Background: an optimization exercise with open tools, aiming at small area. Do not read the settings as production practice.
At most, simulation tests tie the RTL to the original design; equivalence was not proved.
Only the layout flow was run in runs 1 to 3; the RTL was not checked for function there.
The clock input has no modelled driver; a real chip could not lean on it and would need a root buffer or a full tree.
No activity file was given, so power comes from the tool's default toggle rates.

[design/flow/flow/run.sh]
#!/bin/bash
# Layout flow: the standard ORFS flow (standard.sh), with three changes
# that only affect cell area:
#  - Yosys's abc maps the logic with an area-oriented script (flow/abc_area.script)
#    instead of ORFS's delay-oriented one; flip-flops are mapped by dfflibmap before
#    abc exactly as in the standard synthesis, so the registers are unchanged;
#  - the port buffers are sky130_fd_sc_hd__buf_1 (every port still gets one);
#  - clock tree synthesis inserts no dummy loads.
# Each tool's output goes to the ORFS logs under orfs/logs; make's own output
# goes to flow_make.log here.
set -euo pipefail
W=$PWD
F=$W/flow
{
  cat <<TCL
proc abc {args} {
  set i [lsearch \$args -script]
  if {\$i >= 0} { lset args [expr {\$i + 1}] $F/abc_area.script }
  yosys abc {*}\$args
}
TCL
  cat "$W/synth_recipe.tcl"
} > "$W/area_synth.tcl"
bash "$W/standard.sh" \
  SYNTH_SCRIPT="$W/area_synth.tcl" \
  BUFFER_PORTS_ARGS="-buffer_cell sky130_fd_sc_hd__buf_1" \
  CTS_ARGS="-sink_clustering_enable -repair_clock_nets -dont_use_dummy_load -buf_list sky130_fd_sc_hd__clkbuf_8" \
  finish > "$W/flow_make.log" 2>&1
[design/flow/flow/abc_area.script]
strash
dch -f
amap
topo
[design/flow/standard.sh]
#!/bin/bash
# synth_recipe.tcl (not shown) runs the flow's synth.tcl, then flattens the netlist and writes it again
# the make line also repeats each setting of config.mk as NAME=value (left out here)
make -C /OpenROAD-flow-scripts/flow DESIGN_CONFIG=/design/flow/config.mk WORK_HOME=/design/flow/orfs CLKGATE_MAP_FILE= SYNTH_SCRIPT=/design/flow/synth_recipe.tcl "${@:-finish}"
[design/flow/config.mk]
export PLATFORM = sky130hd
export DESIGN_NAME = term_project_top
export DESIGN_NICKNAME = term_project_top
export VERILOG_FILES = /design/flow/design.v
export SDC_FILE = /design/flow/constraint.sdc
export NUM_CORES = 4
export LEC_CHECK = 0
export CAP_MARGIN = 20
export CORE_MARGIN = 2
export CORE_UTILIZATION = 40
export CTS_BUF_LIST = sky130_fd_sc_hd__clkbuf_8
export SLEW_MARGIN = 20
[design/flow/constraint.sdc]
create_clock -name core_clock -period 12.0 [get_ports {CLK}]
set_input_delay 2.4000 -clock core_clock [delete_from_list [all_inputs] [get_ports {CLK}]]
set_output_delay 2.4000 -clock core_clock [all_outputs]
set_load 0.01 [all_outputs]
[design/flow/design.v]
module term_project_top(
    input        CLK,
    input  [7:0] btn_sw,
    output [7:0] seg_COM,
    output [7:0] seg_DATA,
    output [7:0] led
);
    wire rst = btn_sw[3];
    reg  [2:0] bd;           
    reg  [7:0] value;        
    reg  [3:0] cnt;          
    reg  [4:0] idx;          
    reg  [4:0] rc;           
    reg  [7:0] P;            
    reg  [7:0] S0, S1, S2, S3, S4, S5, S6, S7;
    wire zr  = btn_sw[0] & ~bd[0];
    wire orr = btn_sw[1] & ~bd[1];
    wire nr  = btn_sw[2] & ~bd[2];
    wire done = idx[4];                 
    wire off  = done & idx[0];          
    wire acc9 = cnt[3] & cnt[0];        
    wire full = cnt[3] & ~cnt[0];       
    wire shift = (zr | orr) & ~full;
    wire bitv  = ~zr;
    wire [7:0] value_n = off ? 8'd0 : shift ? {value[6:0], bitv} : value;
    wire cap  = acc9 & ~done;           
    wire bph  = idx[3];                 
    wire first = (idx[3:0] == 4'd8);    
    wire [7:0] hsum;
    wire [7:0] mul = bph ? S7 : 8'd1;
    rca8 u_h(.a({P[6:0], 1'b0}), .b({8{bitv}} & mul), .s(hsum), .co());
    wire [7:0] P_h = shift ? hsum : P;
    wire ge10;
    wire step = off & ge10;
    wire [7:0] addend  = done ? 8'hF6 : P_h;
    wire [7:0] acc_sum;
    rca8 u_a(.a((bph && !first) || done ? S0 : 8'd0), .b(addend), .s(acc_sum), .co(ge10));
    wire       t9 = P[3] & P[0] & ge10;
    wire [3:0] tinc;
    inc #(4) u_t(.a(P[3:0]), .ci(ge10), .s(tinc));
    wire [3:0] t1 = t9 ? 4'd0 : tinc;
    wire [1:0] h1;
    inc #(2) u_hh(.a(P[5:4]), .ci(t9), .s(h1));
    wire [4:0] rc_n, idx_n;
    wire [3:0] cnt_i;
    inc #(5) u_rc(.a(rc), .ci(1'b1), .s(rc_n));
    inc #(5) u_ix(.a(idx), .ci(cap | (done & ~idx[0])), .s(idx_n));
    inc #(4) u_cn(.a(cnt & {~acc9, 2'b11, ~acc9}), .ci(shift), .s(cnt_i));
    always @(posedge CLK or posedge rst) begin
        if (rst) begin
            bd    <= 3'd0;
            value <= 8'd0;
            cnt   <= 4'd0;
            idx   <= 5'd0;
            rc    <= 5'd31;
        end else begin
            bd    <= btn_sw[2:0];
            value <= value_n;
            rc    <= rc_n;
            if (nr && full)
                cnt <= 4'd9;
            else
                cnt <= cnt_i;
            idx   <= idx_n;
        end
    end
    always @(posedge CLK) begin
        if (cap || step) begin
            S0 <= acc_sum;
        end
        if (cap) begin
            S1 <= S0; S2 <= S1; S3 <= S2;
            S4 <= S3; S5 <= S4; S6 <= S5; S7 <= S6;
        end
        if (done) begin
            if (!off)
                P <= 8'd0;
            else
                P <= {2'b00, h1, t1};
        end else if (cap && (bph || idx[2:0] == 3'd7))
            P <= {7'd0, S6[0] & value_n[0]};
        else
            P <= P_h;
    end
    wire       den = off & ~ge10;
    wire [1:0] s   = rc[3:2];
    wire       on  = den & ~rc[4] & ~(rc[3] & rc[2]);
    reg  [3:0] dig;
    always @(*) begin
        case (s)
            2'd0:    dig = S0[3:0];
            2'd1:    dig = P[3:0];
            default: dig = {2'b00, P[5:4]};
        endcase
    end
    reg [6:0] seg;
    always @(*) begin
        case (dig)
            4'd0: seg = 7'b1111110;
            4'd1: seg = 7'b0110000;
            4'd2: seg = 7'b1101101;
            4'd3: seg = 7'b1111001;
            4'd4: seg = 7'b0110011;
            4'd5: seg = 7'b1011011;
            4'd6: seg = 7'b1011111;
            4'd7: seg = 7'b1110000;
            4'd8: seg = 7'b1111111;
            default: seg = 7'b1111011;
        endcase
    end
    assign seg_DATA = {seg & {7{on}}, 1'b0};
    assign seg_COM  = {5'b11111, ~(on & (s == 2'd2)), ~(on & (s == 2'd1)),
                       ~(on & (s == 2'd0))};
    assign led = value;
endmodule
module rca8(
    input  [7:0] a,
    input  [7:0] b,
    output [7:0] s,
    output       co
);
    wire [8:0] c;
    assign co = c[8];
    assign c[0] = 1'b0;
    genvar i;
    generate
        for (i = 0; i < 8; i = i + 1) begin : g
            assign s[i]   = a[i] ^ b[i] ^ c[i];
            assign c[i+1] = (a[i] & b[i]) | (a[i] & c[i]) | (b[i] & c[i]);
        end
    endgenerate
endmodule
module inc #(parameter W = 4) (
    input  [W-1:0] a,
    input          ci,
    output [W-1:0] s
);
    wire [W:0] c;
    assign c[0] = ci;
    genvar i;
    generate
        for (i = 0; i < W; i = i + 1) begin : g
            assign s[i]   = a[i] ^ c[i];
            assign c[i+1] = a[i] & c[i];
        end
    endgenerate
endmodule
==> results.json, run 1 <==
{
  "fin_setup_tns_ns": 0,
  "irDropWorstVdd_uv": 73.2,
  "fin_crit_ns": 10.33,
  "dieHeight_um": 105,
  "top_layer_used": "met4",
  "layout_commonest_cell": "edfxtp_1",
  "outcome": "no timing/DRC/antenna violations",
  "fp.dieW_um": 105,
  "viasPerCell": 4.88,
  "wl_per_cell_um": 14.6,
  "cts_hold_buf": 0,
  "worst-setup-path-type": "input port to output port",
  "ctsResizeCount": 0,
  "rsz0062_at_grt": "false",
  "place_congestion": 0.807,
  "syn_to_final_growth_pct": 9.26,
  "ys_ff_latch": 97,
  "crit_path_max_fanout": 14,
  "die_area_sq_um": 11000,
  "fmax_mhz": 96.8,
  "r2r_start": "cnt[3]",
  "met2_wirelength_mm": 2.97,
  "n_antenna_cell": 0,
  "drc": 0,
  "numCtsBuffers": 9,
  "slew_violations": 0,
  "instances_no_fill": 461,
  "slew_headroom_pct": 41.0,
  "critPathCaptureType": "output port",
  "dp.cells": 452,
  "grt_pass1_wl_mm": 11.5,
  "setup_viol": 0,
  "hp-class": "flop to flop",
  "yosysSeqAreaShare_pct": 66.7,
  "post_cts_buffers": 0,
  "r2r_slack_ns": 5.72,
  "min_to": "S5[4]",
  "hpwl_mm": 4.65,
  "portBuffers": 22,
  "track_usage_pct": 13.6,
  "p_per_area_nw_per_um2": 186,
  "synth_warnings": 1,
  "htree_levels": 3,
  "crit_required_ns": 9.60,
  "ant_nets": 0,
  "final_area_sq_um": 4440,
  "path_clk_slew_ns": 0.08,
  "grt_max_degree": 59,
  "cts_root_buf": "clkbuf_8",
  "final_hold_viol_count": 0,
  "period_share_pct": 86.0,
  "nNetsFinal": 373,
  "tightest_slew_ns": 0.885,
  "rows": 36,
  "avgSynthCellArea_sq_um": 13.7,
  "vias": 2250,
  "r2r_cells": 21,
  "fin_util_pct": 45.2,
  "core_region_area_sq_um": 9820,
  "ioPinCount": 33,
  "cp_data_arrival_time_ns": 7.93,
  "synth_area_sq_um": 4070,
  "timing.max_cap.violations": 0,
  "met1_length_mm": 3.30,
  "clock_latency_ns": 0.36,
  "cts_buffer_depth": 2,
  "first_pass_iters": 4,
  "whs_path_depth": 0,
  "antenna_found_initial": 0,
  "min_from": "S4[4]",
  "drt_iter0_drc": 120,
  "cts_tree": "done",
  "hold_ws_ns": 0.420,
  "grt_pass1_vias": 2264,
  "start_util_pct": 41.4,
  "synthCells": 296,
  "cts.sinks": 97,
  "overflow": 0,
  "placed_cell_area_sq_um": 4310,
  "rr_endpoint": "P[2]",
  "dr_wl_met3_um": 351,
  "drive_gt1_share_pct": 5.79,
  "power_leakage_nw": 1.65,
  "routed_wl_mm": 6.74,
  "finalClockSkew_ns": 0.0236,
  "most-common-layout-cells": "edfxtp_1, clkinv_1, nor2_1",
  "start_kind": "input port",
  "synth.distinct_cells": 29
}
worst max path at each step:
stage	slack (ns)	depth (start not counted)	endpoint	startpoint
finish	1.67	18	seg_DATA[5]	btn_sw[0]
global route	1.21	18	seg_DATA[5]	btn_sw[0]
CTS	1.20	18	seg_DATA[5]	btn_sw[0]
detailed placement	1.24	18	seg_DATA[5]	btn_sw[0]
global placement	1.35	18	seg_DATA[5]	btn_sw[0]
floorplan	2.19	16	seg_DATA[3]	btn_sw[0]
final cells by class:
| cell class | instances | area (sq um) |
|---|---|---|
| Clock buffer | 9 | 124 |
| Fill cell | 948 | 5380 |
| Inverter | 38 | 143 |
| Multi-Input combinational cell | 159 | 1190 |
| Sequential cell | 97 | 2710 |
| Tap cell | 133 | 166 |
| Timing Repair Buffer | 25 | 105 |
stage by stage:
step	total power, mW	setup slack (ns)
global placement	0.663	1.35
finish	0.828	1.67
CTS	0.838	1.20
detailed placement	0.672	1.24
global route	0.889	1.21
floorplan	0.616	2.19
power breakdown:
part           total, mW  leakage (nW)  switching [mW]  internal (mW)
clock network      0.165        0.0647          0.0971         0.0674
registers          0.492         0.945          0.0427          0.449
logic              0.172         0.645           0.105         0.0676
total              0.828          1.65           0.245          0.584
synth_stat cells, drive strengths merged:
master / instances / share of area (%)
edfxtp: 64 / 47
clkinv: 38 / 3.5
nor2: 28 / 2.6
ha: 22 / 6.8
dfrtp: 20 / 12
nand2: 13 / 1.2
fa: 12 / 5.9
o21ai: 12 / 1.5
a21oi: 11 / 1.4
o22ai: 11 / 1.7
nor2b: 9 / 1.4
dfxtp: 8 / 3.9
o32ai: 8 / 1.7
and3: 7 / 1.1
buf: 6 / 1.1
dfstp: 5 / 3.2
or2: 4 / 0.62
nand3: 3 / 0.37
nor3: 3 / 0.37
a31oi: 2 / 0.31
conb: 2 / 0.18
a211oi: 1 / 0.18
a221oi: 1 / 0.22
a222oi: 1 / 0.25
nand2b: 1 / 0.15
nand3b: 1 / 0.18
o221ai: 1 / 0.22
xnor2: 1 / 0.22
xor2: 1 / 0.22
layer usage:
layer,GRT usage (%),up-vias
li1,-,1089
met1,19.1,1106
met2,20.0,46
met3,3.62,9
met4,5.43,0
met5,0,-
kinds of logic after synthesis:
logic type               after synthesis  synth area share [%]
adder cells (fa/ha/maj)               34                  12.7
XOR/XNOR                               2                 0.431
other                                  2                 0.185
flip-flops                            97                  66.7
AO/OA/AOI/OAI                         48                  7.42
buffers and inverters                 44                  4.62
AND/OR/NAND/NOR                       69                  7.94
critical path, stage by stage:
cell	delay (ns)
buf_1	0.09
nand2b_1	0.30
nor2_1	0.13
a31oi_2	0.59
clkinv_1	0.44
o22ai_1	0.29
nand2_1	0.11
fa_1	0.43
fa_1	0.46
fa_1	0.50
fa_1	0.49
fa_1	0.43
clkinv_1	0.07
fa_1	0.21
fa_1	0.26
nand3_1	0.27
a31oi_1	0.27
buf_1	0.17
==> run 2: changes to the inputs <==
--- a/design/flow/config.mk
+++ b/design/flow/config.mk
@@ -5,8 +5,8 @@
 export SDC_FILE = /design/flow/constraint.sdc
 export NUM_CORES = 4
 export LEC_CHECK = 0
-export CAP_MARGIN = 20
+export CAP_MARGIN = 0
 export CORE_MARGIN = 2
 export CORE_UTILIZATION = 40
 export CTS_BUF_LIST = sky130_fd_sc_hd__clkbuf_8
-export SLEW_MARGIN = 20
+export SLEW_MARGIN = 0
==> run 2 against run 1 <==
Net effect:
- area after synthesis did not move
- still clean on timing, DRC and antenna
- clock power barely moved
- via count rose by 0.22%
- synthesized cell count did not move
- total power barely moved
- fmax fell by 4.3%
- first-iteration DRC count fell by 13%
==> results.json, run 2 <==
{
  "period_share_pct": 89.9,
  "irDropWorstVdd_uv": 73.3,
  "cts_tree": "done",
  "synth_fa_ha_area_share_pct": 12.7,
  "yosysSeqAreaShare_pct": 66.7,
  "grt_pass1_wl_mm": 11.5,
  "fmax_mhz": 92.7,
  "switching_power_uw": 245,
  "hpwl_mm": 4.65,
  "synth_mux_area_share_pct": 0,
  "start_kind": "input port",
  "wl_per_cell_um": 14.6,
  "fin_crit_ns": 10.79,
  "grt_pass1_vias": 2264,
  "synth_compound_area_share_pct": 7.42,
  "synth_flop_cell": "edfxtp_1",
  "slew_violations": 0,
  "overflow": 0,
  "routed_wl_mm": 6.73,
  "place_congestion": 0.807,
  "synthTopCellsByArea": "edfxtp_1, dfrtp_1, ha_1",
  "worst-setup-path-type": "input port to output port",
  "cts_buffer_depth": 2,
  "ctsResizeCount": 0,
  "portBuffers": 22,
  "async_reset_ff_share_pct": 25.8,
  "syn_to_final_growth_pct": 9.11,
  "path_clk_slew_ns": 0.08,
  "final_hold_viol_count": 0,
  "htree_levels": 3,
  "first_pass_iters": 4,
  "drive_gt1_share_pct": 5.49,
  "fp.dieW_um": 105,
  "clock_latency_ns": 0.36,
  "timing.max_cap.violations": 0,
  "die_area_sq_um": 11000,
  "antenna_found_initial": 0,
  "post_cts_buffers": 0,
  "cts_root_buf": "clkbuf_8",
  "fin_setup_tns_ns": 0,
  "synth_edf_count": 64,
  "synthSimpleGateAreaFrac_pct": 7.94,
  "cp_slowest_stage_delay_ns": 0.91,
  "most-common-layout-cells": "edfxtp_1, clkinv_1, nor2_1",
  "core_region_area_sq_um": 9820,
  "slew_headroom_pct": 17.5,
  "hp-class": "flop to flop",
  "avgSynthCellArea_sq_um": 13.7,
  "numCtsBuffers": 9,
  "synth_top_family_by_area": "adder cells",
  "drc": 0,
  "synth.top_cell.area_share_pct": 47.3,
  "yosysTopAreaCell": "edfxtp_1",
  "p_seq_share_pct": 59.3,
  "clockPowerShare_pct": 19.9,
  "ioPinCount": 33,
  "cp_data_arrival_time_ns": 8.39,
  "synth_area_sq_um": 4070,
  "crit_required_ns": 9.60,
  "crit_path_max_fanout": 14,
  "synth_xor_area_share_pct": 0.431,
  "synth.distinct_cells": 29,
  "critPathMostFrequentCell": "fa_1",
  "dieHeight_um": 105,
  "synth_commonest_cells": "edfxtp_1, clkinv_1, nor2_1",
  "p_per_area_nw_per_um2": 187,
  "combPwrFrac_pct": 20.8,
  "grt_max_degree": 59,
  "ys_ff_latch": 97,
  "fin_util_pct": 45.2,
  "nNetsFinal": 373,
  "power_leakage_nw": 1.65,
  "rsz0062_at_grt": "false",
  "track_usage_pct": 13.6,
  "crit_chain": "buf_1, nand2b_1, nor2_1, a31oi_1, clkinv_1, o22ai_1, nand2_1, fa_1, fa_1, fa_1, fa_1, fa_1, clkinv_1, fa_1, fa_1, nand3_1, a31oi_1, buf_1",
  "yosysMostFrequentCell": "edfxtp_1",
  "cts.sinks": 97,
  "crit_slowest_cell": "a31oi_1",
  "synth_warnings": 1,
  "finalClockSkew_ns": 0.0238,
  "switching_share_pct": 29.6,
  "synthCells": 296,
  "tightest_slew_ns": 1.23,
  "start_util_pct": 41.4,
  "cts_hold_buf": 0,
  "critPathCaptureType": "output port",
  "p_int_uw": 584,
  "setup_viol": 0,
  "nFillCells": 948,
  "layout_commonest_cell": "edfxtp_1",
  "n_antenna_cell": 0,
  "ant_nets": 0,
  "outcome": "no timing/DRC/antenna violations",
  "vias": 2255,
  "rows": 36,
  "viasPerCell": 4.89,
  "drt_iter0_drc": 105
}
==> run 2: cell counts after synthesis <==
Identical to the previous run, type by type.
==> run 2: metal layers <==
metal,up-vias,GRT usage (%),routed length (um)
li1,1091,-,-
met1,1118,19.1,3390
met2,37,20.0,2960
met3,9,3.62,261
met4,0,5.43,112
met5,-,0,0
==> run 2: stage by stage <==
step | hold WS, ns | total power, mW | cells | area, sq um | setup WS [ns]
floorplan | 0.400 | 0.616 | 300 | 4080 | 2.19
global placement | 0.401 | 0.663 | 452 | 4310 | 1.35
detailed placement | 0.405 | 0.672 | 452 | 4310 | 1.24
CTS | 0.421 | 0.838 | 461 | 4440 | 1.20
global route | 0.424 | 0.889 | 461 | 4440 | 0.695
finish | 0.420 | 0.829 | 461 | 4440 | 1.21
==> run 2: layout make-up <==
| cell class | count | area, sq um | area share (%) |
|---|---|---|---|
| Multi-Input combinational cell | 159 | 1180 | 26.7 |
| Timing Repair Buffer | 25 | 105 | 2.37 |
| Sequential cell | 97 | 2710 | 61.2 |
| Tap cell | 133 | 166 | 3.75 |
| Inverter | 38 | 143 | 3.21 |
| Clock buffer | 9 | 124 | 2.79 |
==> run 2: critical path, delay by kind of cell <==
| kind | cells | cell delay, ns |
|---|---|---|
| simple gates | 4 | 0.81 |
| buf+inv | 4 | 0.90 |
| fa+ha+maj | 7 | 2.77 |
| compound gates | 3 | 1.51 |
==> run 2: kinds of logic (layout without fill, tap and decap cells) <==
logic type,count (synthesis),after routing
buffers and inverters,44,72
flip-flops,97,97
AND/OR/NAND/NOR,69,69
adder cells (fa/ha/maj),34,34
AO/OA/AOI/OAI,48,48
other,2,6
XOR/XNOR,2,2
==> run 2: power groups by stage <==
stage	sequential, mW	combinational [mW]	clock [mW]
floorplan	0.494	0.122	0
CTS	0.493	0.174	0.171
detailed placement	0.500	0.172	0
finish	0.492	0.172	0.165
global placement	0.498	0.166	0
global route	0.503	0.202	0.184
==> run 2: path summary, 6_finish.rpt <==
| kind | startpoint | endpoint | slack (ns) | depth (start not counted) |
|---|---|---|---|---|
| setup reg to reg | cnt[3] | P[2] | 5.27 | 21 |
| setup / recovery | btn_sw[0] | seg_DATA[5] | 1.21 | 18 |
| min in group asynchronous | btn_sw[3] | value[1] | 2.08 | 2 |
| max in group asynchronous | btn_sw[3] | value[5] | 9.50 | 2 |
| hold / removal | S4[4] | S5[4] | 0.42 | 0 |
| hold reg to reg | S4[4] | S5[4] | 0.42 | 0 |
==> run 3: changes to the inputs <==
==> design/flow/flow/run.sh (replaced) <==
#!/bin/bash
# Layout flow: the standard ORFS flow (standard.sh), with three changes
# that only affect cell area:
#  - Yosys's abc maps the logic with an area-oriented script (flow/abc_area.script)
#    instead of ORFS's delay-oriented one, and full/half adders are left to abc
#    (no ADDER_MAP_FILE step); flip-flops are mapped by dfflibmap before abc
#    exactly as in the standard synthesis, so the registers are unchanged;
#  - the port buffers are sky130_fd_sc_hd__buf_1 (every port still gets one);
#  - clock tree synthesis inserts no dummy loads.
# Each tool's output goes to the ORFS logs under orfs/logs; make's own output
# goes to flow_make.log here.
set -euo pipefail
W=$PWD
F=$W/flow
{
  cat <<TCL
proc abc {args} {
  set i [lsearch \$args -script]
  if {\$i >= 0} { lset args [expr {\$i + 1}] $F/abc_area.script }
  yosys abc {*}\$args
}
TCL
  cat "$W/synth_recipe.tcl"
} > "$W/area_synth.tcl"
bash "$W/standard.sh" \
  SYNTH_SCRIPT="$W/area_synth.tcl" \
  ADDER_MAP_FILE= \
  BUFFER_PORTS_ARGS="-buffer_cell sky130_fd_sc_hd__buf_1" \
  CTS_ARGS="-sink_clustering_enable -repair_clock_nets -dont_use_dummy_load -buf_list sky130_fd_sc_hd__clkbuf_8" \
  finish > "$W/flow_make.log" 2>&1
==> design/flow/flow/abc_area.script (replaced) <==
strash
resub -K 8
rewrite
refactor
balance
resub -K 10 -N 2
rewrite -z
refactor -z
resub -K 12 -N 2
balance
dch -f
amap
topo
--- a/design/flow/config.mk
+++ b/design/flow/config.mk
@@ -5,8 +5,8 @@
 export SDC_FILE = /design/flow/constraint.sdc
 export NUM_CORES = 4
 export LEC_CHECK = 0
-export CAP_MARGIN = 0
+export CAP_MARGIN = 20
 export CORE_MARGIN = 2
 export CORE_UTILIZATION = 40
 export CTS_BUF_LIST = sky130_fd_sc_hd__clkbuf_8
-export SLEW_MARGIN = 0
+export SLEW_MARGIN = 20
==> run 3 against run 2 <==
Net effect:
- via count increased by 14%
- count of clock-buffer cells in the layout did not move
- critical path depth is 7 higher
- fmax rose by 15%
- sequential power increased by 5.3%
- setup slack improved by 1.4 ns
- worst hold slack worse by 0.0085 ns
- first-iteration DRC count up 29%
==> results.json, run 3 <==
{
  "clockPowerShare_pct": 16.3,
  "avgSynthCellArea_sq_um": 11.4,
  "track_usage_pct": 14.6,
  "wl_per_cell_um": 13.7,
  "most-common-layout-cells": "edfxtp_1, nor2_1, clkinv_1, nand2_1, o21ai_0",
  "outcome": "no timing/DRC/antenna violations",
  "synth_warnings": 1,
  "drive_gt1_share_pct": 4.75,
  "power_leakage_nw": 1.52,
  "irDropWorstVdd_uv": 91.6,
  "synthCells": 347,
  "grt_pass1_wl_mm": 11.6,
  "ioPinCount": 33,
  "switching_share_pct": 35.0,
  "ys_ff_latch": 97,
  "path_clk_slew_ns": 0.10,
  "slew_headroom_pct": 43.3,
  "die_area_sq_um": 10700,
  "grt_pass1_vias": 2438,
  "ant_nets": 0,
  "slew_violations": 0,
  "n_antenna_cell": 0,
  "syn_to_final_growth_pct": 9.42,
  "hp-class": "flop to flop",
  "dieHeight_um": 103,
  "vias": 2565,
  "cts_tree": "done",
  "rsz0062_at_grt": "false",
  "fp.dieW_um": 103,
  "htree_levels": 3,
  "period_share_pct": 78.0,
  "drt_iter0_drc": 135,
  "grt_max_degree": 60,
  "nNetsFinal": 390,
  "numCtsBuffers": 9,
  "yosysSeqAreaShare_pct": 68.6,
  "tightest_slew_ns": 0.845,
  "synth.top_cell.area_share_pct": 48.6,
  "yosysMostFrequentCell": "edfxtp_1",
  "fin_crit_ns": 9.36,
  "clock_latency_ns": 0.38,
  "critPathMostFrequentCell": "nand2_1",
  "synthTopCellsByArea": "edfxtp_1, dfrtp_1, nor2_1",
  "hpwl_mm": 4.84,
  "nFillCells": 919,
  "routed_wl_mm": 6.99,
  "placed_cell_area_sq_um": 4210,
  "portBuffers": 22,
  "yosysTopAreaCell": "edfxtp_1",
  "p_seq_share_pct": 51.6,
  "rows": 36,
  "timing.max_cap.violations": 0,
  "final_hold_viol_count": 0,
  "cts.sinks": 97,
  "worst-setup-path-type": "input port to output port",
  "synth_edf_count": 64,
  "overflow": 0,
  "synth_flop_cell": "edfxtp_1",
  "switching_power_uw": 351,
  "critPathCaptureType": "output port",
  "crit_slowest_cell": "o311ai_0",
  "synth.distinct_cells": 31,
  "core_region_area_sq_um": 9680,
  "finalClockSkew_ns": 0.0333,
  "cp_slowest_stage_delay_ns": 0.82,
  "post_cts_buffers": 0,
  "p_int_uw": 653,
  "first_pass_iters": 4,
  "final_area_sq_um": 4330,
  "cts_root_buf": "clkbuf_8",
  "crit_path_max_fanout": 19,
  "start_kind": "input port",
  "place_congestion": 0.812,
  "layout_commonest_cell": "edfxtp_1",
  "synth_commonest_cells": "edfxtp_1, nor2_1, clkinv_1, nand2_1, o21ai_0",
  "antenna_found_initial": 0,
  "viasPerCell": 5.01,
  "synth_area_sq_um": 3960,
  "fin_setup_tns_ns": 0,
  "p_per_area_nw_per_um2": 232,
  "combPwrFrac_pct": 32.1,
  "async_reset_ff_share_pct": 25.8,
  "cts_buffer_depth": 2,
  "start_util_pct": 40.9,
  "fmax_mhz": 107,
  "r2r_cells": 26,
  "drc": 0,
  "cp_data_arrival_time_ns": 6.96,
  "ctsResizeCount": 0,
  "setup_viol": 0,
  "crit_required_ns": 9.60,
  "whs_path_depth": 0,
  "cts_hold_buf": 0
}
-- run 3: changes by cell type in the layout (fill, tap and decap cells not counted), sizes merged, moves of 8 or more --
cell	delta
o21ai	+22
nand2	+23
o21a	+8
nor2	+26
fa	-12
ha	-22
-- run 3: path summary, 6_finish.rpt --
kind / slack, ns / from / endpoint
max: 2.64 / btn_sw[0] / seg_DATA[3]
min: 0.41 / S1[5] / S2[5]
max reg2reg: 7.18 / bd[0] / P[2]
min reg2reg: 0.41 / S1[5] / S2[5]
max in group asynchronous: 9.52 / btn_sw[3] / idx[0]
min in group asynchronous: 2.06 / btn_sw[3] / cnt[3]
-- run 3: layer usage --
layer  up-vias  track usage [%]  wire length, um
li1       1292                -                -
met1      1221             21.0             3550
met2        45             21.1             3090
met3         7             2.69              219
met4         0             7.69              130
met5         -                0                0
-- run 3: area by class of cell --
cell class	count	area (sq um)	area share (%)
Timing Repair Buffer	25	105	2.43
Clock buffer	9	124	2.86
Sequential cell	97	2710	62.7
Multi-Input combinational cell	212	1090	25.1
Tap cell	133	166	3.84
Inverter	36	135	3.12
-- run 3: critical path: cells and delay by family --
| family | cells | cell delay [ns] |
|---|---|---|
| AOI/OAI and AO/OA | 8 | 2.16 |
| and+or+nand+nor | 13 | 1.48 |
| buffers and inverters | 4 | 0.90 |
-- run 3: power groups by stage --
| stage | Combinational, mW | Clock [mW] | Sequential (mW) |
|---|---|---|---|
| 2_1_floorplan | 0.239 | 0 | 0.522 |
| 3_3_place_gp | 0.310 | 0 | 0.522 |
| 3_5_place_dp | 0.319 | 0 | 0.526 |
| 4_1_cts | 0.322 | 0.170 | 0.519 |
| 5_1_grt | 0.372 | 0.181 | 0.529 |
| 6_report | 0.322 | 0.163 | 0.518 |
-- run 3: cells by family (layout without fill, tap and decap cells) --
group / after synthesis / count (layout) / synth area share [%]
and+or+nand+nor: 117 / 117 / 12.4
DFF: 97 / 97 / 68.6
AOI/OAI and AO/OA: 89 / 89 / 14.3
buffers and inverters: 42 / 70 / 4.55
other: 2 / 6 / 0.190
-- run 3: stage by stage --
stage               std cells  setup slack, ns  hold WS, ns  power (mW)  util [%]
floorplan                 351             3.34        0.400       0.761         -
global placement          503             2.85        0.400       0.832      43.4
detailed placement        503             2.73        0.405       0.846      43.4
CTS                       512             2.69        0.410        1.01      44.7
global route              512             2.06        0.416        1.08      44.7
finish                    512             2.64        0.411        1.00      44.7
==> run 4: changes to the inputs <==
--- a/design/flow/design.v
+++ b/design/flow/design.v
@@ -10,7 +10,8 @@
     reg  [7:0] value;        
     reg  [3:0] cnt;          
     reg  [4:0] idx;          
-    reg  [4:0] rc;           
+    reg  [4:0] rcq;          
+    wire [4:0] rc = ~rcq;    
     reg  [7:0] P;            
     reg  [7:0] S0, S1, S2, S3, S4, S5, S6, S7;
     wire zr  = btn_sw[0] & ~bd[0];
@@ -52,11 +53,11 @@
             value <= 8'd0;
             cnt   <= 4'd0;
             idx   <= 5'd0;
-            rc    <= 5'd31;
+            rcq   <= 5'd0;
         end else begin
             bd    <= btn_sw[2:0];
             value <= value_n;
-            rc    <= rc_n;
+            rcq   <= ~rc_n;
             if (nr && full)
                 cnt <= 4'd9;
             else
==> run 4 against run 3 <==
Net effect:
- still clean
- total power is 0.64% higher
- sequential share of layout area shrank 0.072 points
- global-route usage rose by 0.061 points
- combinational power barely moved
- clock skew down 0.0035 ns
- critical path type unchanged
- critical endpoint is now seg_COM[2]
==> results.json, run 4 <==
{
  "nNetsFinal": 381,
  "cts_root_buf": "clkbuf_8",
  "routed_wl_mm": 7.19,
  "rows": 36,
  "viasPerCell": 5.08,
  "synthTopCellsByArea": "edfxtp_1, dfrtp_1, nor2_1",
  "place_congestion": 0.844,
  "ctsResizeCount": 0,
  "yosysTopAreaCell": "edfxtp_1",
  "synth_commonest_cells": "edfxtp_1, nor2_1, nand2_1",
  "slew_violations": 0,
  "min_from": "S6[1]",
  "ioPinCount": 33,
  "synthCells": 338,
  "irDropWorstVdd_uv": 67.0,
  "grt_pass1_vias": 2429,
  "most-common-layout-cells": "edfxtp_1, nor2_1, nand2_1",
  "final_hold_viol_count": 0,
  "antenna_found_initial": 0,
  "start_util_pct": 40.8,
  "min_to": "S7[1]",
  "grt_pass1_wl_mm": 11.7,
  "dieHeight_um": 103,
  "die_area_sq_um": 10700,
  "crit_path_max_fanout": 10,
  "yosysMostFrequentCell": "edfxtp_1",
  "first_pass_iters": 5,
  "core_region_area_sq_um": 9680,
  "numCtsBuffers": 9,
  "cts_buffer_depth": 2,
  "crit_required_ns": 9.60,
  "cp_data_arrival_time_ns": 6.52,
  "ys_ff_latch": 97,
  "cts_hold_buf": 0,
  "instances_no_fill": 503,
  "setup_viol": 0,
  "syn_to_final_growth_pct": 9.43,
  "tightest_slew_ns": 0.880,
  "fin_setup_tns_ns": 0,
  "hold_ws_ns": 0.417,
  "async_reset_ff_share_pct": 25.8,
  "slew_headroom_pct": 39.8,
  "hp-class": "flop to flop",
  "rr_endpoint": "S0[4]",
  "avgSynthCellArea_sq_um": 11.7,
  "drt_iter0_drc": 149,
  "ant_nets": 0,
  "overflow": 0,
  "grt_max_degree": 60,
  "fin_crit_ns": 8.92,
  "outcome": "no timing/DRC/antenna violations",
  "critPathCaptureType": "output port",
  "synth_edf_count": 64,
  "synth.top_cell.area_share_pct": 48.6,
  "vias": 2555,
  "period_share_pct": 74.4,
  "whs_path_depth": 0,
  "hpwl_mm": 4.93,
  "power_mw": 1.01,
  "start_kind": "input port",
  "portBuffers": 22,
  "track_usage_pct": 14.7,
  "drive_gt1_share_pct": 3.51,
  "worst-setup-path-type": "input port to output port",
  "timing.max_cap.violations": 0,
  "p_per_area_nw_per_um2": 234,
  "synth_flop_cell": "edfxtp_1",
  "synth.distinct_cells": 32,
  "placed_cell_area_sq_um": 4200,
  "drc": 0,
  "fmax_mhz": 112,
  "path_clk_slew_ns": 0.09,
  "power_leakage_nw": 1.50,
  "layout_commonest_cell": "edfxtp_1",
  "n_antenna_cell": 0,
  "rsz0062_at_grt": "false",
  "wl_per_cell_um": 14.3,
  "clock_latency_ns": 0.36,
  "cts.sinks": 97,
  "synth_warnings": 1,
  "cp_slowest_stage_delay_ns": 0.47,
  "htree_levels": 3,
  "fp.dieW_um": 103,
  "dp.cells": 494,
  "post_cts_buffers": 0,
  "synth_area_sq_um": 3950,
  "cts_tree": "done",
  "yosysSeqAreaShare_pct": 68.5,
  "critPathMostFrequentCell": "nand2_1",
  "r2r_cells": 22,
  "r2r_start": "bd[0]",
  "crit_slowest_cell": "or3_1",
  "finalClockSkew_ns": 0.0298,
  "nFillCells": 934,
  "r2r_slack_ns": 7.26,
  "final_area_sq_um": 4330
}
## run 4: cell types whose count changed after synthesis, sizes merged, moves of 3 or more
cell,change
o21a,+4
a21oi,-6
dfstp,-5
clkinv,-9
or3,+3
nand2,+3
nor2,-10
dfrtp,+5
## run 4: per-stage QoR
stage | setup slack (ns) | utilization (%)
finish | 3.08 | 44.7
global route | 2.55 | 44.7
CTS | 3.10 | 44.7
detailed placement | 3.12 | 43.4
global placement | 3.19 | 43.4
floorplan | 3.51 | -
## run 4: worst max path at each step
| stage | startpoint | to | slack (ns) |
|---|---|---|---|
| after detailed placement | btn_sw[0] | seg_COM[2] | 3.12 |
| final | btn_sw[0] | seg_COM[2] | 3.08 |
| after global placement | btn_sw[0] | seg_COM[1] | 3.19 |
| after global routing | btn_sw[0] | seg_COM[1] | 2.55 |
| after floorplan | btn_sw[0] | seg_COM[0] | 3.51 |
| after CTS | btn_sw[0] | seg_COM[2] | 3.10 |
## run 4: cells by family (layout without fill, tap and decap cells)
kind of cell,Yosys count,count (layout),share of synthesized area (%)
compound gates,90,90,14.9
buf+inv,33,61,3.70
flops,97,97,68.5
other cells,2,6,0.190
simple gates,116,116,12.7
## run 4: final cells by class
cell class | instances | area (sq um) | share of cell area (%)
Timing Repair Buffer | 25 | 105 | 2.43
Sequential cell | 97 | 2710 | 62.6
Inverter | 27 | 101 | 2.34
Multi-Input combinational cell | 212 | 1120 | 25.9
Clock buffer | 9 | 124 | 2.86
Tap cell | 133 | 166 | 3.85
## run 4: where the power goes
group	internal (mW)	leakage, nW	switching, mW	total, mW
Combinational	0.116	0.507	0.205	0.321
Sequential	0.475	0.932	0.0512	0.526
Clock	0.0674	0.0647	0.0960	0.163
## run 4: layer usage
layer	track usage (%)	wire [um]
met2	22.5	3280
met4	4.86	81
met5	0	0
met3	4.10	272
met1	20.2	3550
## run 4: critical path, delay by kind of cell
family | cells | cell delay, ns
AOI/OAI and AO/OA | 9 | 1.27
buffers and inverters | 3 | 0.55
and+or+nand+nor | 14 | 2.30
==> run 5: changes to the inputs <==
--- a/design/flow/flow/run.sh
+++ b/design/flow/flow/run.sh
@@ -6,7 +6,8 @@
 #    (no ADDER_MAP_FILE step); flip-flops are mapped by dfflibmap before abc
 #    exactly as in the standard synthesis, so the registers are unchanged;
 #  - the port buffers are sky130_fd_sc_hd__buf_1 (every port still gets one);
-#  - clock tree synthesis inserts no dummy loads.
+#  - clock tree synthesis inserts no dummy loads, and flow/clk_merge.tcl then
+#    regroups its 8 leaf buffers into 6 (see that file).
 # Each tool's output goes to the ORFS logs under orfs/logs; make's own output
 # goes to flow_make.log here.
 set -euo pipefail
@@ -26,5 +27,6 @@
   SYNTH_SCRIPT="$W/area_synth.tcl" \
   ADDER_MAP_FILE= \
   BUFFER_PORTS_ARGS="-buffer_cell sky130_fd_sc_hd__buf_1" \
+  POST_CTS_TCL="$F/clk_merge.tcl" \
   CTS_ARGS="-sink_clustering_enable -repair_clock_nets -dont_use_dummy_load -buf_list sky130_fd_sc_hd__clkbuf_8" \
   finish > "$W/flow_make.log" 2>&1
==> design/flow/flow/clk_merge.tcl (new file) <==
# Runs after clock tree synthesis (POST_CTS_TCL). TritonCTS stops splitting the
# H-tree at 15 sinks, which gives this design 8 leaf buffers; this regroups the
# same flip-flops into 6 balanced, compact clusters (k-means on the flip-flop
# positions), each driven by one clkbuf_8 placed at its cluster's centroid, and
# drives the 6 leaves from a clkbuf_4 root. The tree keeps one root buffer and
# one leaf level, so every flip-flop still sees the same number of buffers.
proc clk_merge {} {
  set db [ord::get_db]
  set block [ord::get_db_block]
  set nleaf 6
  set root [$block findInst clkbuf_0_CLK]
  set rootnet [[$root findITerm X] getNet]
  set leaves {}
  foreach it [$rootnet getITerms] {
    set inst [$it getInst]
    if {[$inst getName] ne [$root getName]} { lappend leaves $inst }
  }
  # collect all sink iterms
  set sinks {}
  foreach l $leaves {
    foreach it [[[$l findITerm X] getNet] getITerms] {
      if {[$it getInst] ne $l} { lappend sinks $it }
    }
  }
  set n [llength $sinks]
  # coordinates
  set xs {}; set ys {}
  foreach it $sinks { set loc [[$it getInst] getLocation]; lappend xs [lindex $loc 0]; lappend ys [lindex $loc 1] }
  # k-means with balanced capacity: init centers from existing leaf positions (first nleaf by spread)
  set cx {}; set cy {}
  set order [lsort -integer -indices $xs]
  for {set k 0} {$k < $nleaf} {incr k} {
    set i [lindex $order [expr {int(($k + 0.5) * $n / $nleaf)}]]
    lappend cx [lindex $xs $i]; lappend cy [lindex $ys $i]
  }
  set cap [expr {int(ceil(double($n) / $nleaf))}]
  for {set iter 0} {$iter < 30} {incr iter} {
    # balanced assignment: greedy by distance with capacity
    set pairs {}
    for {set i 0} {$i < $n} {incr i} {
      for {set k 0} {$k < $nleaf} {incr k} {
        set d [expr {abs([lindex $xs $i]-[lindex $cx $k]) + abs([lindex $ys $i]-[lindex $cy $k])}]
        lappend pairs [list $d $i $k]
      }
    }
    set pairs [lsort -real -index 0 $pairs]
    set asg [lrepeat $n -1]; set cnt [lrepeat $nleaf 0]
    foreach p $pairs {
      lassign $p d i k
      if {[lindex $asg $i] >= 0} continue
      if {[lindex $cnt $k] >= $cap} continue
      lset asg $i $k; lset cnt $k [expr {[lindex $cnt $k]+1}]
    }
    set sx [lrepeat $nleaf 0.0]; set sy [lrepeat $nleaf 0.0]
    for {set i 0} {$i < $n} {incr i} {
      set k [lindex $asg $i]
      lset sx $k [expr {[lindex $sx $k]+[lindex $xs $i]}]
      lset sy $k [expr {[lindex $sy $k]+[lindex $ys $i]}]
    }
    for {set k 0} {$k < $nleaf} {incr k} {
      lset cx $k [expr {int([lindex $sx $k]/max(1,[lindex $cnt $k]))}]
      lset cy $k [expr {int([lindex $sy $k]/max(1,[lindex $cnt $k]))}]
    }
  }
  # keep the first nleaf leaf buffers, delete the rest
  set leafmaster [$db findMaster sky130_fd_sc_hd__clkbuf_8]
  set keep [lrange $leaves 0 [expr {$nleaf-1}]]
  foreach l [lrange $leaves $nleaf end] {
    set net [[$l findITerm X] getNet]
    foreach it [$net getITerms] { if {[$it getInst] ne $l} { $it disconnect } }
    [$l findITerm A] disconnect
    [$l findITerm X] disconnect
    odb::dbInst_destroy $l
    odb::dbNet_destroy $net
  }
  foreach it $sinks { catch { $it disconnect } }
  for {set i 0} {$i < $n} {incr i} {
    set l [lindex $keep [lindex $asg $i]]
    [lindex $sinks $i] connect [[$l findITerm X] getNet]
  }
  for {set k 0} {$k < $nleaf} {incr k} {
    set l [lindex $keep $k]
    $l swapMaster $leafmaster
    $l setLocation [lindex $cx $k] [lindex $cy $k]
    puts "CLKMERGE leaf [$l getName] sinks [lindex $cnt $k]"
  }
  $root swapMaster [$db findMaster sky130_fd_sc_hd__clkbuf_4]
}
clk_merge
detailed_placement
check_placement -verbose
estimate_parasitics -placement
==> run 5 against run 4 <==
Net effect:
- critical path depth is the same
- synthesized cell count unchanged
- still clean
- highest routed layer unchanged
- die area stayed put
- clock skew down 0.013 ns
- clock power decreased by 12%
==> results.json, run 5 <==
{
  "outcome": "no timing/DRC/antenna violations",
  "overflow": 0,
  "tightest_slew_ns": 0.879,
  "drc": 0,
  "r2r_slack_ns": 7.26,
  "path_buf_inv": 3,
  "path_clk_slew_ns": 0.10,
  "routed_wl_mm": 7.19,
  "hpwl_mm": 4.93,
  "fin_crit_ns": 8.91,
  "track_usage_pct": 14.8,
  "final_area_sq_um": 4290,
  "top_layer_used": "met4",
  "avgSynthCellArea_sq_um": 11.7,
  "worst-setup-path-type": "input port to output port",
  "drt_iter0_drc": 169,
  "synth.top_cell.area_share_pct": 48.6,
  "first_pass_iters": 4,
  "final_hold_viol_count": 0,
  "start_util_pct": 40.8,
  "crit_path_end": "seg_COM[2]",
  "rows": 36,
  "nNetsFinal": 379,
  "grt_max_degree": 60,
  "dr_wl_met3_um": 333,
  "rr_endpoint": "S0[1]",
  "wl_per_cell_um": 14.3,
  "crit_start": "btn_sw[0]",
  "crit_slowest_cell": "or3_1",
  "syn_to_final_growth_pct": 8.58,
  "dieHeight_um": 103,
  "antenna_found_initial": 0,
  "grt_pass1_vias": 2411,
  "die_area_sq_um": 10700,
  "critPathCaptureType": "output port",
  "synth.distinct_cells": 32,
  "synth_area_sq_um": 3950,
  "clock_latency_ns": 0.43,
  "start_kind": "input port",
  "yosysMostFrequentCell": "edfxtp_1",
  "yosysTopAreaCell": "edfxtp_1",
  "cp_data_arrival_time_ns": 6.51,
  "placed_cell_area_sq_um": 4200,
  "fmax_mhz": 112,
  "setup_viol": 0,
  "slew_headroom_pct": 39.9,
  "crit_path_max_fanout": 10,
  "power_leakage_nw": 1.49,
  "core_region_area_sq_um": 9680,
  "period_share_pct": 74.3,
  "viasPerCell": 5.08,
  "portBuffers": 22,
  "layout_commonest_cell": "edfxtp_1",
  "met2_wirelength_mm": 3.25,
  "dp.cells": 494,
  "hp-class": "flop to flop",
  "cp_top_family": "simple AND/OR/NAND/NOR gates",
  "cp_slowest_stage_delay_ns": 0.47,
  "synthTopCellsByArea": "edfxtp_1, dfrtp_1, nor2_1",
  "fin_setup_tns_ns": 0,
  "finalClockSkew_ns": 0.0168,
  "instances_no_fill": 501,
  "rsz0062_at_grt": "false",
  "ant_nets": 0,
  "place_congestion": 0.844,
  "met1_length_mm": 3.52,
  "synthCells": 338,
  "fp.dieW_um": 103,
  "regArea_sq_um": 2710,
  "r2r_start": "bd[0]",
  "critPathMostFrequentCell": "nand2_1",
  "yosysSeqAreaShare_pct": 68.5,
  "multiInputGateArea_sq_um": 1120,
  "synth_edf_count": 64,
  "grt_pass1_wl_mm": 11.7,
  "timing.max_cap.violations": 0,
  "slew_violations": 0,
  "p_per_area_nw_per_um2": 231,
  "whs_path_depth": 0,
  "cp.depth": 26,
  "irDropWorstVdd_uv": 83.3,
  "synth_warnings": 1,
  "drive_gt1_share_pct": 2.99,
  "crit_required_ns": 9.60,
  "vias": 2547,
  "n_antenna_cell": 0,
  "cts.sinks": 97,
  "ioPinCount": 33,
  "most-common-layout-cells": "edfxtp_1, nor2_1, nand2_1",
  "synth_flop_cell": "edfxtp_1",
  "ys_ff_latch": 97,
  "synth_commonest_cells": "edfxtp_1, nor2_1, nand2_1",
  "nFillCells": 931,
  "r2r_cells": 22,
  "async_reset_ff_share_pct": 25.8
}
[run 5: cell types whose count changed in the layout (fill, tap and decap cells not counted), sizes merged]
cell    before  now
clkbuf       9    7
[run 5: cells by family (layout without fill, tap and decap cells)]
logic type	Yosys count	count (layout)	synth area share (%)
and+or+nand+nor	116	116	12.7
other	2	6	0.190
buffers and inverters	33	59	3.70
DFF	97	97	68.5
AOI/OAI and AO/OA	90	90	14.9
[run 5: stage by stage]
stage	setup WS, ns	util (%)	power (mW)	hold WS, ns
after floorplan	3.51	-	0.767	0.400
after global placement	3.19	43.4	0.839	0.402
after detailed placement	3.12	43.4	0.855	0.405
after global routing	2.55	44.3	1.07	0.432
final	3.09	44.3	0.990	0.428
[run 5: routing by layer]
layer | track usage, % | vias to the layer above
met5 | 0 | -
met4 | 4.55 | 0
met3 | 5.31 | 7
met2 | 22.7 | 39
met1 | 19.9 | 1220
li1 | - | 1281
[run 5: cell type report]
class | instances | share of cell area [%]
Sequential cell | 97 | 63.1
Multi-Input combinational cell | 212 | 26.1
Tap cell | 133 | 3.88
Timing Repair Buffer | 25 | 2.45
Inverter | 27 | 2.36
Clock buffer | 7 | 2.10
[run 5: worst register-to-register path, cell delays in order, from the launching register on]
cell	delay (ns)
dfrtp_1	0.38
nor2b_1	0.27
a21oi_1	0.10
nor2_1	0.14
clkinv_1	0.37
a2111oi_0	0.93
nand2_1	0.19
nand2_1	0.12
nand2_1	0.07
nand2_1	0.07
nand2_1	0.07
nand2_1	0.09
nand2_1	0.07
nand2_1	0.09
nand2_1	0.07
nand2_1	0.08
nand2_1	0.07
nand2_1	0.08
nand2_1	0.07
nand2_1	0.08
nand2_1	0.14
o21ai_0	0.65
buf_4	0.27
[run 5: how the worst min path moves through the flow]
stage	from	to	slack, ns
2_1_floorplan	S1[0]	S2[0]	0.40
3_3_place_gp	S1[4]	S2[4]	0.40
3_5_place_dp	S5[1]	S6[1]	0.40
5_1_grt	S4[3]	S5[3]	0.43
6_report	S5[1]	S6[1]	0.43
[run 5: report_power, final]
group / switching (mW) / total [mW] / internal [mW]
Combinational: 0.205 / 0.321 / 0.116
Clock: 0.0954 / 0.144 / 0.0489
Sequential: 0.0510 / 0.525 / 0.474
==> run 6: changes to the inputs <==
--- a/design/flow/flow/run.sh
+++ b/design/flow/flow/run.sh
@@ -6,6 +6,7 @@
 #    (no ADDER_MAP_FILE step); flip-flops are mapped by dfflibmap before abc
 #    exactly as in the standard synthesis, so the registers are unchanged;
 #  - the port buffers are sky130_fd_sc_hd__buf_1 (every port still gets one);
+#  - the constant outputs share one tie cell per value (SKIP_REPAIR_TIE_FANOUT);
 #  - clock tree synthesis inserts no dummy loads, and flow/clk_merge.tcl then
 #    regroups its 8 leaf buffers into 6 (see that file).
 # Each tool's output goes to the ORFS logs under orfs/logs; make's own output
@@ -27,6 +28,7 @@
   SYNTH_SCRIPT="$W/area_synth.tcl" \
   ADDER_MAP_FILE= \
   BUFFER_PORTS_ARGS="-buffer_cell sky130_fd_sc_hd__buf_1" \
+  SKIP_REPAIR_TIE_FANOUT=1 \
   POST_CTS_TCL="$F/clk_merge.tcl" \
   CTS_ARGS="-sink_clustering_enable -repair_clock_nets -dont_use_dummy_load -buf_list sky130_fd_sc_hd__clkbuf_8" \
   finish > "$W/flow_make.log" 2>&1
==> run 6 against run 5 <==
Net effect:
- setup slack got worse by 0.062 ns
- sequential power is essentially flat
- routed wire length decreased by 3.2%
- synthesized cell count did not move
- first-iteration DRC count rose by 14%
- largest power group unchanged
==> results.json, run 6 <==
{
  "ioPinCount": 33,
  "fin_crit_ns": 8.97,
  "syn_to_final_growth_pct": 8.20,
  "cp_slowest_stage_delay_ns": 0.47,
  "p_per_area_nw_per_um2": 230,
  "p_int_uw": 639,
  "crit_required_ns": 9.60,
  "ys_ff_latch": 97,
  "vias": 2511,
  "overflow": 0,
  "synth_area_sq_um": 3950,
  "crit_start": "btn_sw[0]",
  "fmax_mhz": 111,
  "core_region_area_sq_um": 9680,
  "yosysMostFrequentCell": "edfxtp_1",
  "timing.max_cap.violations": 0,
  "place_congestion": 0.818,
  "rows": 36,
  "dieHeight_um": 103,
  "path_clk_slew_ns": 0.09,
  "cts.sinks": 97,
  "finalClockSkew_ns": 0.0103,
  "crit_path_max_fanout": 10,
  "cp_top_family": "simple AND/OR/NAND/NOR gates",
  "drc": 0,
  "switching_share_pct": 35.2,
  "irDropWorstVdd_uv": 93.9,
  "rsz0062_at_grt": "false",
  "drt_iter0_drc": 193,
  "dp.cells": 490,
  "clock_latency_ns": 0.43,
  "routed_wl_mm": 6.96,
  "hp-class": "flop to flop",
  "hold_ws_ns": 0.426,
  "synth_edf_count": 64,
  "synthCells": 338,
  "most-common-layout-cells": "edfxtp_1, nor2_1, nand2_1",
  "rr_endpoint": "S0[7]",
  "wl_per_cell_um": 14.0,
  "nNetsFinal": 375,
  "track_usage_pct": 14.3,
  "slew_violations": 0,
  "p_seq_share_pct": 53.3,
  "period_share_pct": 74.8,
  "grt_max_degree": 60,
  "grt_pass1_wl_mm": 11.4,
  "slew_headroom_pct": 39.1,
  "portBuffers": 22,
  "die_area_sq_um": 10700,
  "cp_data_arrival_time_ns": 6.57,
  "yosysSeqAreaShare_pct": 68.5,
  "ant_nets": 0,
  "async_reset_ff_share_pct": 25.8,
  "crit_path_end": "seg_COM[1]",
  "viasPerCell": 5.05,
  "crit_slowest_cell": "or3_1",
  "hpwl_mm": 4.69,
  "synth.distinct_cells": 32,
  "critPathMostFrequentCell": "nand2_1",
  "synth_warnings": 1,
  "fin_util_pct": 44.2,
  "path_buf_inv": 3,
  "r2r_slack_ns": 7.35,
  "drive_gt1_share_pct": 3.02,
  "layout_commonest_cell": "edfxtp_1",
  "switching_power_uw": 347,
  "fin_setup_tns_ns": 0,
  "synth_flop_cell": "edfxtp_1",
  "antenna_found_initial": 0,
  "r2r_cells": 22,
  "r2r_start": "bd[0]",
  "synth.top_cell.area_share_pct": 48.6,
  "power_leakage_nw": 1.47,
  "first_pass_iters": 4,
  "yosysTopAreaCell": "edfxtp_1",
  "outcome": "no timing/DRC/antenna violations",
  "final_area_sq_um": 4280,
  "final_hold_viol_count": 0,
  "synthTopCellsByArea": "edfxtp_1, dfrtp_1, nor2_1",
  "combPwrFrac_pct": 32.3,
  "fp.dieW_um": 103,
  "cp.depth": 27,
  "start_kind": "input port",
  "avgSynthCellArea_sq_um": 11.7,
  "instances_no_fill": 497,
  "critPathCaptureType": "output port",
  "worst-setup-path-type": "input port to output port",
  "grt_pass1_vias": 2324,
  "tightest_slew_ns": 0.908,
  "setup_viol": 0,
  "n_antenna_cell": 0,
  "synth_commonest_cells": "edfxtp_1, nor2_1, nand2_1",
  "placed_cell_area_sq_um": 4190,
  "start_util_pct": 40.8,
  "clockPowerShare_pct": 14.3
}
==> run 6: cell count changes in the layout (fill, tap and decap cells not counted), sizes merged <==
cell / previous run / this run
conb: 6 / 2
==> run 6: cell families after synthesis <==
family / after synthesis / share of synthesized area [%]
AND/OR/NAND/NOR: 116 / 12.7
flip-flops: 97 / 68.5
AO/OA/AOI/OAI: 90 / 14.9
buffers and inverters: 33 / 3.70
other: 2 / 0.190
==> run 6: worst reg2reg max path, cell delays in order (launching register included) <==
cell,delay (ns)
dfrtp_1,0.37
nor2b_1,0.28
a21oi_1,0.10
nor2_1,0.15
clkinv_1,0.37
a2111oi_0,0.91
nand2_1,0.20
nand2_1,0.12
nand2_1,0.07
nand2_1,0.08
nand2_1,0.06
nand2_1,0.07
nand2_1,0.06
nand2_1,0.09
nand2_1,0.06
nand2_1,0.07
nand2_1,0.07
nand2_1,0.08
nand2_1,0.06
nand2_1,0.08
nand2_1,0.15
o21ai_0,0.61
buf_4,0.26
==> run 6: layer usage <==
| layer | vias up | routed length [um] | GRT usage (%) |
|---|---|---|---|
| met5 | - | 0 | 0 |
| met4 | 0 | 95 | 4.25 |
| met3 | 7 | 357 | 4.84 |
| met2 | 47 | 2950 | 20.8 |
| met1 | 1181 | 3560 | 20.4 |
| li1 | 1276 | - | - |
==> run 6: how the worst min path moves through the flow <==
stage	to	depth (start not counted)	startpoint
global route	S7[3]	0	S6[3]
detailed placement	S5[2]	0	S4[2]
finish	S4[4]	0	S3[4]
floorplan	S2[0]	0	S1[0]
global placement	S2[4]	0	S1[4]
==> run 6: through the flow <==
stage	total power [mW]	setup WS, ns
after floorplan	0.767	3.51
after global placement	0.840	3.20
after detailed placement	0.852	3.12
after global routing	1.07	2.44
final	0.986	3.03
==> run 6: area by class of cell <==
cell class	count	area (sq um)
Clock buffer	7	90.1
Fill cell	902	5410
Inverter	27	101
Multi-Input combinational cell	208	1110
Sequential cell	97	2710
Tap cell	133	166
Timing Repair Buffer	25	105
==> run 6: power groups by stage <==
stage	clock network, mW	logic [mW]	registers [mW]
detailed placement	0	0.318	0.534
global route	0.162	0.368	0.537
global placement	0	0.309	0.531
floorplan	0	0.243	0.524
finish	0.141	0.319	0.526
==> run 7: changes to the inputs <==
--- a/design/flow/design.v
+++ b/design/flow/design.v
@@ -78,7 +78,7 @@
                 P <= 8'd0;
             else
                 P <= {2'b00, h1, t1};
-        end else if (cap && (bph || idx[2:0] == 3'd7))
+        end else if (cap && idx_n[3])
             P <= {7'd0, S6[0] & value_n[0]};
         else
             P <= P_h;
==> run 7 against run 6 <==
Net effect:
- register-to-register slack better by 0.27 ns
- area after synthesis down 0.22%
- final area about the same
- clock power up 4%
- critical path depth down 1
- combinational power down 1%
- non-clock buffer count up 1
- flip-flop and latch count unchanged
- critical endpoint is now seg_DATA[3]
- largest cell class unchanged
==> results.json, run 7 <==
{
  "outcome": "no timing/DRC/antenna violations",
  "fin_setup_tns_ns": 0,
  "synth_warnings": 1,
  "die_area_sq_um": 10700,
  "ys_ff_latch": 97,
  "drc": 0,
  "synth_area_sq_um": 3940,
  "yosysMostFrequentCell": "edfxtp_1",
  "power_uw": 983,
  "fin_util_pct": 44.1,
  "fmax_mhz": 114,
  "start_kind": "input port",
  "synth_flop_cell": "edfxtp_1",
  "vias": 2531,
  "synth_mux_area_share_pct": 0,
  "syn_to_final_growth_pct": 8.41,
  "synth_commonest_cells": "edfxtp_1, nor2_1, nand2_1",
  "yosysSeqAreaShare_pct": 68.7,
  "p_per_area_nw_per_um2": 230,
  "dp.cells": 490,
  "async_reset_ff_share_pct": 25.8,
  "portBuffers": 22,
  "drive_gt1_share_pct": 3.30,
  "tightest_slew_ns": 0.876,
  "nNetsFinal": 375,
  "final_hold_viol_count": 0,
  "placed_cell_area_sq_um": 4190,
  "routed_wl_mm": 6.92,
  "final_area_sq_um": 4280,
  "yosysTopAreaCell": "edfxtp_1",
  "grt_max_degree": 59,
  "synth.distinct_cells": 28,
  "critPathCaptureType": "output port",
  "fp.dieW_um": 103,
  "wl_per_cell_um": 13.9,
  "fin_crit_ns": 8.79,
  "ant_nets": 0,
  "hpwl_mm": 4.74,
  "synth_xor_area_share_pct": 0,
  "rsz0062_at_grt": "false",
  "layout_commonest_cell": "edfxtp_1",
  "synth_compound_area_share_pct": 15.0,
  "crit_required_ns": 9.60,
  "timing.max_cap.violations": 0,
  "place_congestion": 0.777,
  "power_leakage_nw": 1.46,
  "grt_pass1_wl_mm": 11.7,
  "clock_latency_ns": 0.44,
  "dieHeight_um": 103,
  "first_pass_iters": 4,
  "r2r_slack_ns": 7.62,
  "nFillCells": 922,
  "avgSynthCellArea_sq_um": 11.7,
  "n_antenna_cell": 0,
  "start_util_pct": 40.7,
  "synth_edf_count": 64,
  "ioPinCount": 33,
  "period_share_pct": 73.2,
  "instances_no_fill": 497,
  "synth_fa_ha_area_share_pct": 0,
  "grt_pass1_vias": 2332,
  "core_region_area_sq_um": 9680,
  "slew_violations": 0,
  "rows": 36,
  "hp-class": "flop to flop",
  "most-common-layout-cells": "edfxtp_1, nor2_1, nand2_1",
  "cts.sinks": 97,
  "synthCells": 337,
  "antenna_found_initial": 0,
  "cp_data_arrival_time_ns": 6.39,
  "worst-setup-path-type": "input port to output port",
  "overflow": 0,
  "finalClockSkew_ns": 0.0281,
  "synthTopCellsByArea": "edfxtp_1, dfrtp_1, nor2_1",
  "crit_path_max_fanout": 8,
  "synth_top_family_by_area": "compound AO/OA/AOI/OAI gates",
  "track_usage_pct": 14.6,
  "setup_viol": 0,
  "synth.top_cell.area_share_pct": 48.7,
  "irDropWorstVdd_uv": 94.5,
  "viasPerCell": 5.09,
  "drt_iter0_drc": 161,
  "slew_headroom_pct": 41.2,
  "path_clk_slew_ns": 0.12,
  "synthSimpleGateAreaFrac_pct": 12.4
}
run 7: worst max-delay path: stages:
cell and delay [ns]:
buf_1 0.08, nor2b_1 0.26, clkinv_1 0.27, nand3_1 0.19, o21ai_0 0.11, nor2_1 0.14, a21oi_1 0.07, and2_0 0.16
nor2_1 0.12, nand2_1 0.08, o21a_1 0.12, nand2_1 0.08, o21ai_0 0.11, nand2_1 0.10, o21ai_0 0.11, nor2b_1 0.15
o21ai_0 0.18, o21ai_0 0.15, nor2b_1 0.16, nand2_1 0.10, o21a_1 0.13, nand2_1 0.06, nand2_1 0.16, o2111ai_1 0.31
a2111oi_0 0.39, buf_1 0.20
run 7: cell families after synthesis:
group           Yosys count
compound gates           90
buf+inv                  33
flops                    97
other cells               2
simple gates            115
run 7: per-layer routing:
metal / global-route usage, % / wire length (um)
met5: 0 / 0
met3: 2.89 / 267
met4: 6.38 / 157
met2: 21.4 / 2990
met1: 21.4 / 3510
run 7: layout make-up:
type | count | area [sq um] | share of cell area [%]
clock buffers | 7 | 90.1 | 2.11
inverters | 27 | 101 | 2.37
multi-input cells | 207 | 1100 | 25.7
flip-flops and latches | 97 | 2710 | 63.3
well taps | 133 | 166 | 3.89
repair buffers | 26 | 113 | 2.63
run 7: per-stage QoR:
stage	setup WS (ns)	hold WS (ns)
floorplan	3.35	0.400
global placement	3.31	0.401
detailed placement	3.25	0.405
global route	2.64	0.416
finish	3.21	0.402
run 7: where the power goes:
part           internal, mW  switching (mW)  total (mW)
Combinational         0.115           0.200       0.315
Sequential            0.472          0.0495       0.522
Clock                0.0490          0.0970       0.146
run 7: final timing paths:
check	start	endpoint	cells past startpoint
min in group asynchronous	btn_sw[3]	bd[0]	2
min reg2reg	S3[7]	S4[7]	0
max in group asynchronous	btn_sw[3]	rcq[2]	2
max reg2reg	bd[0]	P[5]	27
min	S3[7]	S4[7]	0
max	btn_sw[0]	seg_DATA[3]	26

==> port drivers added, routing unchanged <==
The flow's constraints put no driver on any port. The routed layouts listed below were extracted and timed again, unchanged, in two steps.
Step 1 (the two cells are an assumption about what drives the block):
set clk [get_ports {CLK}]
set_driving_cell -lib_cell sky130_fd_sc_hd__clkbuf_16 $clk
set_driving_cell -lib_cell sky130_fd_sc_hd__buf_2 [delete_from_list [all_inputs] $clk]
Step 2, shift: input delay + t, output delay - t, t = (earliest + latest rising clock arrival at the registers) / 2. This alone moves slack from input paths to output paths.
a / b / c = no drivers / after step 1 / after step 2; a / b = the first two.
run | shift t [ns] | slack for setup (ns) | worst setup path at the end | latest minus earliest clock arrival (ns) | worst slew at a driven data input, ns
run 1 | 0.380 | 1.674 / 1.647 / 1.647 | input to output | 0.023 / 0.023 | 0.03
run 2 | 0.380 | 1.209 / 1.182 / 1.182 | input to output | 0.024 / 0.024 | 0.03
run 3 | 0.391 | 2.636 / 2.614 / 2.614 | input to output | 0.034 / 0.034 | 0.03
run 4 | 0.378 | 3.075 / 3.051 / 3.051 | input to output | 0.029 / 0.030 | 0.03
run 5 | 0.453 | 3.087 / 3.064 / 3.064 | input to output | 0.016 / 0.017 | 0.03
run 6 | 0.453 | 3.026 / 3.004 / 3.004 | input to output | 0.010 / 0.010 | 0.03
run 7 | 0.456 | 3.210 / 3.184 / 3.184 | input to output | 0.029 / 0.029 | 0.03
After both steps setup and hold are still met in every run listed.
